Source: an optimization exercise on an open RTL-to-GDS flow (aim: small area). Production flows keep margins and buffers that such runs may drop. In this exercise RTL edits were held to simulation tests only and were not proved equivalent to the original. Power and IR drop assume default switching activity.

==> v12 <==
Design ethernetController, start of the top module:
module ethernetController #(
	parameter INMEM_USER_BYTE_WIDTH = 1,
	parameter OUTMEM_USER_BYTE_WIDTH = 1,
	parameter INMEM_USER_ADDRESS_WIDTH = 6,
	parameter OUTMEM_USER_ADDRESS_WIDTH = 6,
	parameter INMEM_USER_REGISTER = 1,
	parameter MAC_ADDRESS = 48'hAAAAAAAAAAAA
)(
	input	wire clk,
	input	wire reset,
	input	wire	[7:0]	rx_ll_data_in,
	input	wire			rx_ll_sof_in,
	input	wire			rx_ll_eof_in,
	input	wire			rx_ll_src_rdy_in,
	output	reg				rx_ll_dst_rdy_out,
	output	wire	[7:0]	tx_ll_data_out,
	output	reg				tx_ll_sof_out,
	output	reg				tx_ll_eof_out,
	output	reg				tx_ll_src_rdy_out,
	input	wire			tx_ll_dst_rdy_in,
	output	reg		[6:0]	sysACE_MPADD,
	input	wire	[15:0]	sysACE_MPDATA_in,
	output	wire	[15:0]	sysACE_MPDATA_out,
	output	wire			sysACE_MPDATA_t,
	output	wire			sysACE_MPCE,
	output	reg				sysACE_MPWE,
	output	reg				sysACE_MPOE,
	output	reg				userLogicReset,
	output	wire			userRunValue,
	input	wire			userRunClear,
	input	wire			register32CmdReq,
	output	wire			register32CmdAck,
	input	wire	[31:0]	register32WriteData,
	input	wire	[7:0]	register32Address,
	input	wire			register32WriteEn,
	output	reg				register32ReadDataValid,
	output	wire	[31:0]	register32ReadData,
	input	wire			inputMemoryReadReq,
	output	wire			inputMemoryReadAck,
	input	wire	[(INMEM_USER_ADDRESS_WIDTH - 1):0]		inputMemoryReadAdd,
	output	wire			inputMemoryReadDataValid,
	output	wire	[((INMEM_USER_BYTE_WIDTH * 8) - 1):0]	inputMemoryReadData,
	input	wire			outputMemoryWriteReq,
	output	wire			outputMemoryWriteAck,
	input	wire	[(OUTMEM_USER_ADDRESS_WIDTH - 1):0]		outputMemoryWriteAdd,
	input	wire	[((OUTMEM_USER_BYTE_WIDTH * 8) - 1):0]	outputMemoryWriteData,
	input	wire	[(OUTMEM_USER_BYTE_WIDTH - 1):0]		outputMemoryWriteByteMask
);
export LEC_CHECK = 0
export CAP_MARGIN = 20
export CELL_PAD_IN_SITES_DETAIL_PLACEMENT = 1
export CELL_PAD_IN_SITES_GLOBAL_PLACEMENT = 2
export CORE_MARGIN = 2
export CORE_UTILIZATION = 40
export CTS_BUF_LIST = sky130_fd_sc_hd__clkbuf_8
export CTS_CLUSTER_DIAMETER = 50
export CTS_CLUSTER_SIZE = 12
export SLEW_MARGIN = 20
export SYNTH_HIERARCHICAL = 1
create_clock -name core_clock -period 8.0 [get_ports {clk}]
standard.sh (not shown) runs the stock make flow with config.mk's settings and CLKGATE_MAP_FILE= SYNTH_SCRIPT=/design/flow/synth_recipe.tcl, a recipe that flattens the netlist after the stock synthesis.
==> flow/flow/run.sh <==
#!/bin/bash
# Layout flow: the standard flow (standard synthesis unchanged), with
#  - the port buffers made of sky130_fd_sc_hd__buf_1 instead of clkdlybuf4s50_1,
#  - a clock tree of clkbuf_8 leaf clusters of up to 12 sinks, without dummy loads.
# All tool output goes to logs in this folder (standard.log and ORFS's own logs).
export BUFFER_PORTS_ARGS="-buffer_cell sky130_fd_sc_hd__buf_1"
export CTS_ARGS="-sink_clustering_enable -repair_clock_nets -sink_clustering_size 12 -sink_clustering_max_diameter 50 -buf_list sky130_fd_sc_hd__clkbuf_8 -dont_use_dummy_load"
bash standard.sh > standard.log 2>&1
==> v21 (differences from v12) <==
==> flow/flow/run.sh (replaced) <==
#!/bin/bash
# Layout flow: the standard flow (standard synthesis unchanged), with
#  - the port buffers made of sky130_fd_sc_hd__buf_1 instead of clkdlybuf4s50_1,
#  - a clock tree of clkbuf_8 leaf clusters of up to 16 sinks within 70 um, without dummy loads.
# All tool output goes to logs in this folder (standard.log and ORFS's own logs).
export BUFFER_PORTS_ARGS="-buffer_cell sky130_fd_sc_hd__buf_1"
export CTS_ARGS="-sink_clustering_enable -repair_clock_nets -sink_clustering_size 16 -sink_clustering_max_diameter 70 -buf_list sky130_fd_sc_hd__clkbuf_8 -dont_use_dummy_load"
bash standard.sh > standard.log 2>&1
CTS_CLUSTER_DIAMETER = 70   (was 50)
CTS_CLUSTER_SIZE = 16   (was 12)
==> v24 (differences from v12) <==
==> flow/flow/run.sh (replaced) <==
#!/bin/bash
# Layout flow: the standard flow (standard synthesis unchanged), with
#  - the port buffers made of sky130_fd_sc_hd__buf_1 instead of clkdlybuf4s50_1,
#  - a clock tree of clkbuf_8 leaf clusters of up to 12 sinks within 80 um, without dummy loads.
# All tool output goes to logs in this folder (standard.log and ORFS's own logs).
export BUFFER_PORTS_ARGS="-buffer_cell sky130_fd_sc_hd__buf_1"
export CTS_ARGS="-sink_clustering_enable -repair_clock_nets -sink_clustering_size 12 -sink_clustering_max_diameter 80 -buf_list sky130_fd_sc_hd__clkbuf_8 -dont_use_dummy_load"
bash standard.sh > standard.log 2>&1
CTS_CLUSTER_DIAMETER = 80   (was 50)
==> summary.txt <==
| metric | v12 | v24 | v21 |
|---|---|---|---|
| Iter 0 DRT Violations | 14,037 | 13,803 | 13,985 |
| Highest Clock Rate | 0.156 GHz | 0.157 GHz | 0.156 GHz |
| Sequential portion of the cell area | 46.1% | 46.6% | 46.8% |
| Fraction of power consumed by sequential logic | 52.1% | 55.0% | 56.1% |
| Net switching share of the total power | 31.4% | 32.2% | 32.3% |
| Fraction of layout cells with a size suffix above 1 | 9.37% | 8.47% | 8.19% |
| Status | finished clean | finished clean | finished clean |
| Sum of met2 wire segment lengths after detailed routing | 186,000 µm | 186,000 µm | 185,000 µm |
| Met3 Wirelength | 38,000 µm | 36,900 µm | 36,500 µm |
| Tot Pwr | 22,200 µW | 21,000 µW | 20,600 µW |
| Worst skew pair latency | 1.07 ns | 1.04 ns | 1.01 ns |
| Static leakage power | 0.0397 µW | 0.0391 µW | 0.0389 µW |
| Net switching power | 6980 µW | 6760 µW | 6660 µW |
| Worst flop-to-flop path endpoint | tx_i[2] | tx_dest[23] | tx_i[2] |
| Non-clock buffer contribution to total cell area | 2.34% | 2.37% | 2.38% |
| Clock power share | 31.7% | 27.8% | 26.5% |
| Endpoint of the worst hold-timing path | inputMemoryExternalReadData[6] | inputMemoryExternalReadData[3] | inputMemoryExternalReadData[6] |
| Largest buffer count on any clock path | 4 | 3 | 3 |
| Synth-to-layout area growth | 10.6% | 9.31% | 8.90% |
| Max-Slew Margin vs Limit | 19.4% | 19.7% | 17.9% |
| Final non-filler cell area | 0.0993 mm² | 0.0981 mm² | 0.0978 mm² |
| Met2 Use GR | 54.4% | 54.2% | 54.1% |
| Final std cells w/o fill | 11,915 | 11,831 | 11,803 |

separate check: timing with driven ports:
The flow's constraints put no driver on any port. The routed layouts listed below were extracted and timed again, unchanged, in two steps.
Step 1, drivers: a clkbuf_16 drives clk and a buf_2 each remaining input, both assumed.
Step 2 adds t to the input delays and takes it off the output delays; t is the mean of the earliest and latest rising clock arrival at the registers after step 1. Input paths then give back, and output paths get back, about the clock's delay inside the block.
Slacks: ideal / step 1 / step 2; pairs: ideal / step 1.
run | shift t [ns] | setup slack, ns | hold WS [ns]
v12 | 1.107 | 1.593 / 1.504 / 2.170 | 0.336 / 0.336 / 0.336
v21 | 1.040 | 1.599 / 1.496 / 2.176 | 0.343 / 0.343 / 0.343
v24 | 1.071 | 1.639 / 1.549 / 2.109 | 0.337 / 0.337 / 0.337
After both steps every run listed still meets setup and hold.
